From an optimization exercise on the open Yosys and OpenROAD flow, aimed at small area; shortcuts taken in it are not production practice. Function not checked in this run: the RTL went through the layout flow alone. No activity file was given, so power comes from the tool's default toggle rates.

### design/flow/config.mk
export PLATFORM = sky130hd
export DESIGN_NAME = dvi_tmds_encoder
export DESIGN_NICKNAME = dvi_tmds_encoder
export VERILOG_FILES = /design/flow/design.v
export SDC_FILE = /design/flow/constraint.sdc
export NUM_CORES = 4
export LEC_CHECK = 0
export CAP_MARGIN = 20
export CORE_MARGIN = 2
export CORE_UTILIZATION = 40
export SLEW_MARGIN = 20
### design/flow/constraint.sdc
create_clock -name core_clock -period 5.0 [get_ports {clk}]
set_input_delay 1.0000 -clock core_clock [delete_from_list [all_inputs] [get_ports {clk}]]
set_output_delay 1.0000 -clock core_clock [all_outputs]
set_load 0.01 [all_outputs]
### design/flow/design.v
`default_nettype none
module tmds_encoder #(
    parameter SYNC = 0
) (
    input  wire       CLK_I,
    input  wire [7:0] D_I,
    input  wire       DE_B,    
    input  wire       DE_C,    
    output wire [9:0] D_O
);
    reg [7:0] d_a, d_b;
    reg [7:0] q;               
    reg       q8;              
    reg [3:0] m;               
    reg [3:0] c;               
    function [1:0] fa;         
        input a, b, ci;
        fa = {(a & b) | (a & ci) | (b & ci), a ^ b ^ ci};
    endfunction
    wire [1:0] f1 = fa(d_b[1], d_b[2], d_b[3]);
    wire [1:0] f2 = fa(d_b[4], d_b[5], d_b[6]);
    wire [1:0] f3 = fa(f1[0], f2[0], d_b[7]);
    wire       xn = fa(f1[1], f2[1], f3[1]) >> 1;
    wire [7:0] q_x;            
    assign q_x[0] = d_b[0];
    assign q_x[1] = d_b[0] ^ d_b[1];
    assign q_x[2] = q_x[1] ^ d_b[2];
    assign q_x[3] = d_b[0] ^ f1[0];
    assign q_x[4] = q_x[3] ^ d_b[4];
    assign q_x[5] = q_x[4] ^ d_b[5];
    assign q_x[6] = q_x[3] ^ f2[0];
    assign q_x[7] = q_x[6] ^ d_b[7];
    wire [7:0] q_b = q_x ^ {4{xn, 1'b0}};
    wire [1:0] g1 = fa(q_b[0], q_b[1], q_b[2]);
    wire [1:0] g2 = fa(q_b[3], q_b[4], q_b[5]);
    wire [1:0] g3 = fa(g1[0], g2[0], q_b[6]);
    wire [1:0] g4 = fa(g1[1], g2[1], g3[1]);
    wire p0 = g3[0] ^ q_b[7];
    wire f  = g3[0] & q_b[7];
    wire p1 = g4[0] ^ f;
    wire hc = g4[0] & f;
    wire p2 = g4[1] ^ hc;
    wire p3 = g4[1] & hc;
    wire m3 = p3 | (p2 & (p1 | p0));
    wire [3:0] m_b = {m3, m3 | ~(p3 | p2 | p1 | p0), p1 ^ p0, p0};
    wire [7:0] k  = SYNC ? (8'b10101011 ^ {8{d_b[1]}}) : 8'b10101011;
    wire       k8 = SYNC ? ~d_b[0] : 1'b1;
    wire m_z   = ~(m[0] | m[1] | m[2] | m[3]);    
    wire m_pos = ~m[3] & ~m_z;                    
    wire c_z   = ~(c[0] | c[1] | c[2] | c[3]);
    wire s_d = (c_z | m_z) ? ~q8 : ~(c[3] ^ m_pos);
    wire s   = DE_C ? s_d : (SYNC ? ~(q[0] ^ q8) : 1'b1);
    wire [3:0] x = m ^ {4{~s}};
    wire [1:0] a0 = fa(c[0], x[0], q8);
    wire [1:0] a1 = fa(c[1], x[1], a0[1]);
    wire [1:0] a2 = fa(c[2], x[2], a1[1]);
    wire [3:0] c_n = {c[3] ^ x[3] ^ a2[1], a2[0], a1[0], a0[0]};
    always @(posedge CLK_I) begin
        d_a <= D_I;
        d_b <= d_a;
        q   <= DE_B ? q_b : k;
        q8  <= DE_B ? ~xn : k8;
        m   <= m_b;
        c   <= DE_C ? c_n : 4'd0;
    end
    assign D_O = {s, q8, q ^ {8{s}}};
endmodule
`default_nettype wire
`default_nettype none
module dvi_tmds_encoder (
    input  wire       clk,
    input  wire       rst,
    input  wire [7:0] red,
    input  wire [7:0] green,
    input  wire [7:0] blue,
    input  wire       hsync,
    input  wire       vsync,
    input  wire       de,
    output wire [9:0] tmds_red,
    output wire [9:0] tmds_green,
    output wire [9:0] tmds_blue
);
    wire de_i = de & ~rst;  
    reg  de_a, de_b, de_c;
    always @(posedge clk) begin
        de_a <= de_i;
        de_b <= de_a;
        de_c <= de_b;
    end
    tmds_encoder #(.SYNC(0)) u_red (
        .CLK_I(clk), .D_I(red), .DE_B(de_b), .DE_C(de_c), .D_O(tmds_red)
    );
    tmds_encoder #(.SYNC(0)) u_green (
        .CLK_I(clk), .D_I(green), .DE_B(de_b), .DE_C(de_c), .D_O(tmds_green)
    );
    tmds_encoder #(.SYNC(1)) u_blue (
        .CLK_I(clk), .D_I({blue[7:2], de_i ? blue[1:0] : {vsync, hsync}}),
        .DE_B(de_b), .DE_C(de_c), .D_O(tmds_blue)
    );
endmodule
`default_nettype wire
### design/flow/flow/run.sh
#!/bin/bash
# Standard ORFS layout (the standard.sh) with a few settings changed:
#  - ports buffered with the smallest buffer, sky130_fd_sc_hd__buf_1
#  - clock tree without dummy loads
#  - power recovery (downsizing of non-critical cells) after global routing
# Each ORFS step writes its full log under orfs/logs/; make's output goes to
# standard.log here.
set -euo pipefail
bash standard.sh finish \
  "BUFFER_PORTS_ARGS=-buffer_cell sky130_fd_sc_hd__buf_1" \
  "CTS_ARGS=-sink_clustering_enable -repair_clock_nets -dont_use_dummy_load" \
  RECOVER_POWER=100 \
  > standard.log 2>&1
### design/flow/standard.sh
#!/bin/bash
# synth_recipe.tcl (not shown) runs the flow's synth.tcl, then flattens the netlist and writes it again
# the make line also repeats each setting of config.mk as NAME=value (left out here)
make -C /OpenROAD-flow-scripts/flow DESIGN_CONFIG=/design/flow/config.mk WORK_HOME=/design/flow/orfs CLKGATE_MAP_FILE= SYNTH_SCRIPT=/design/flow/synth_recipe.tcl "${@:-finish}"
==> impl_metrics.tcl <==
set metrics [dict create \
    outcome "timing/DRC/antenna clean" \
    peakVddDrop_mv 0.1728 \
    whs_path_depth 0 \
    synthesis.area_mm2 0.004751 \
    fin_skew_ps 9.483 \
    ys_seq_area_share_pct 42.98 \
    syn_inst 445 \
    synthArstFlopShare_pct 0 \
    rows 39 \
    routed_wl_um 7294 \
    postCtsSetupBuffers 0 \
    timing.final.crit_share_pct 92.11 \
    vias 2842 \
    drc 0 \
    dieArea_mm2 0.01276 \
    power_mw 2.958 \
    clkLatencyLatePin_ps 330 \
    ios 59 \
    fillers 1101 \
    synth-compound-area-share_pct 6.215 \
    htreeDepth 3 \
    synth-edff-count 0 \
    critPathMaxFanout 8 \
    drive_above_1_share_pct 5.081 \
    numCtsBuffers 9 \
    final_hold_viol_count 0 \
    slew_violations 0 \
    final_util_pct 45.38 \
    cts_tree "yes" \
    grtUsageTotal_pct 11.99 \
    crit_arrival_ps 4830 \
    ff2ff_path_depth 16 \
    port-buffer-count 58 \
    critPathLaunchType "flop" \
    ant_nets 0 \
    grt_max_degree 25 \
    clockBufferDepth 2 \
    synth_cell_types 49 \
    hpwl_um 5715 \
    synth_warnings 3 \
    crit_start "u_blue.d_b[1]$_DFF_P_" \
    grt_pass1_vias 2675 \
    critical_path_required_ps 5220 \
    cts_resized 0 \
    root_buffer "clkbuf_16" \
    setup_violations 0 \
    coreArea_mm2 0.01152 \
    worst-setup-path-type "reg -> reg" \
    post-synth-top-count-cell "dfxtp_1" \
    drt_first_iter_violations 84 \
    syn_nets 513 \
    synth_ff_type "dfxtp_1" \
    first_pass_iters 15 \
    r2r_slack_ps 390 \
    netlist.area_leader.share_pct 42.98 \
    powerDensity_mw_per_mm2 566.0 \
    max_cap_violations 0 \
    gp_congestion 0.7506 \
    via_per_inst 4.476 \
    die_x_um 113.0 \
    synth_top_family_by_area "adder cells" \
    synthSimpleGateAreaFrac_pct 9.349 \
    ctsHoldBuffers 0 \
    yosys.area.top_type "dfxtp_1" \
    worstSetupEndpoint "u_blue.m[2]$_DFF_P_" \
    finalSetupTns_ps 0 \
    start_util_pct 41.25 \
    rr_startpoint "u_blue.d_b[1]$_DFF_P_" \
    synth_fa_ha_area_share_pct 15.59 \
    die_y_um 113.0 \
    syn2layout_area_growth_pct 10.01 \
    p_leak_nw 2.129 \
    antenna-diode-count 0 \
    synth_area_per_cell_um2 10.68 \
    clk_pin_slew_ps 60 \
    synthMuxAreaShare_pct 3.187 \
    ys_ff_latch 102 \
    synth_xor_area_share_pct 15.25 \
    end_kind "flop" \
    rsz0062_at_grt "false" \
    slew-limit-headroom_pct 42.60 \
    r2r_end "u_blue.m[2]$_DFF_P_" \
    hold_class "reg -> reg" \
    grt_pass1_wl_um 12100 \
    synth.area.top_cells "dfxtp_1, xnor2_1, fa_1, inv_1, ha_1" \
    num-nets-final 562 \
    antenna_found_initial 0 \
    wire_per_inst_um 11.49 \
    synth_common_cells "dfxtp_1, xnor2_1, inv_1, fa_1" \
    fmax_mhz 217.1 \
    clock_sinks 102 \
    fin_crit_ps 4605 \
    tightest_slew_ps 859.9 \
    overflow 0 \
]
how the worst min path moves through the flow:
stage,startpoint,endpoint
2_1_floorplan,de_a$_DFF_P_,de_b$_DFF_P_
3_3_place_gp,u_green.d_a[7]$_DFF_P_,u_green.d_b[7]$_DFF_P_
3_5_place_dp,u_blue.d_a[5]$_DFF_P_,u_blue.d_b[5]$_DFF_P_
4_1_cts,u_green.d_a[2]$_DFF_P_,u_green.d_b[2]$_DFF_P_
5_1_grt,u_blue.d_a[6]$_DFF_P_,u_blue.d_b[6]$_DFF_P_
6_report,u_green.d_a[2]$_DFF_P_,u_green.d_b[2]$_DFF_P_
kinds of logic after synthesis:
group,count (synthesis)
flops,102
xor+xnor,81
buf+inv,79
simple gates,79
fa+ha+maj,46
compound gates,44
mux,14
worst max-delay path, cell delays in order (launching register included):
cell	delay [ps]
dfxtp_1	420
inv_1	130
fa_1	710
nor2b_1	230
o21ai_0	130
maj3_2	370
xnor2_1	160
fa_1	510
inv_1	50
fa_1	400
fa_1	450
ha_1	300
inv_1	80
ha_1	140
inv_1	40
a21o_1	180
a31o_2	210
cell type report:
class	count	area [µm²]	share of cell area, %
inverter	56	210.2	4.022
clock buffer	9	225.2	4.309
timing repair buffer	61	232.7	4.453
tap	143	178.9	3.424
multi-input combinational	264	2337	44.72
sequential	102	2042	39.07
stage by stage:
step                      cell area [µm²]  instances  hold WS, ps  worst slack (ps)
after floorplan                      4751        445        309.6             776.7
after global placement               5027        626        310.6             596.7
after detailed placement             5027        626        312.1             455.5
after CTS                            5253        635        324.8             448.2
after global routing                 5226        635        330.2             135.4
final                                5226        635        324.4             394.6
power breakdown:
group	leakage [nW]	switching (mW)	internal, mW
Combinational	1.16	0.695	0.633
Sequential	0.854	0.101	0.964
Clock	0.111	0.248	0.317
Total	2.13	1.04	1.91
cells in the final DEF, fill, tap and decap left out, types with 3 or more instances in the layout:
| cell | n |
|---|---|
| nor2b_1 | 12 |
| and2_1 | 7 |
| ha_1 | 15 |
| a21o_1 | 7 |
| a31o_2 | 3 |
| nand2_1 | 15 |
| nor4_1 | 5 |
| and2_0 | 3 |
| mux2_2 | 4 |
| buf_1 | 58 |
| o211ai_1 | 3 |
| mux2i_1 | 8 |
| dfxtp_1 | 102 |
| inv_1 | 55 |
| fa_1 | 24 |
| xor2_1 | 19 |
| nor2_1 | 19 |
| nand2b_1 | 4 |
| clkbuf_16 | 9 |
| maj3_1 | 5 |
| xnor2_1 | 60 |
| o21ai_0 | 15 |
| a21oi_1 | 8 |
registers in the layout, summed over array words and instances, names as in the netlist, 4 cells and up:
| name | flops |
|---|---|
| u_blue.d_b | 8 |
| u_green.d_a | 8 |
| u_green.d_b | 8 |
| u_blue.d_a | 8 |
| u_green.c | 4 |
| u_red.c | 4 |
| u_green.m | 4 |
| u_blue.m | 4 |
| u_blue.c | 4 |
| u_blue.q | 8 |
| u_red.d_b | 8 |
| u_red.m | 4 |
| u_green.q | 8 |
| u_red.d_a | 8 |
| u_red.q | 8 |
layer usage:
metal / track usage [%] / part of all wire (%)
met5: 0 / 0
met3: 3.214 / 4.3
met4: 5.610 / 1.4
met2: 18.15 / 45
met1: 16.04 / 50

[re-timing with driven ports]
How much do the figures lean on ideal ports? The routed layout below was timed once more, with nothing changed but the port constraints. Step 1 (the two cells are an assumption about what drives the block):
set clk [get_ports {clk}]
set_driving_cell -lib_cell sky130_fd_sc_hd__clkbuf_16 $clk
set_driving_cell -lib_cell sky130_fd_sc_hd__buf_2 [delete_from_list [all_inputs] $clk]
Step 2 also shifts input and output timing later by t, the mid clock arrival at the registers, as if the neighbouring blocks saw the same clock. a / b / c = ideal ports / drivers / drivers and shift; a / b = the first two.
t (ns): 0.366
setup WS [ns]: 0.395 / 0.395 / 0.395
hold slack, ns: 0.324 / 0.324 / 0.324
latest minus earliest clock arrival (ns): 0.010 / 0.010
worst data-port slew with drivers (ns): 0.03
After both steps setup and hold are still met in this run. For this run, drivers alone change the setup slack by 0.000 ns; drivers and shift together by 0.000 ns.
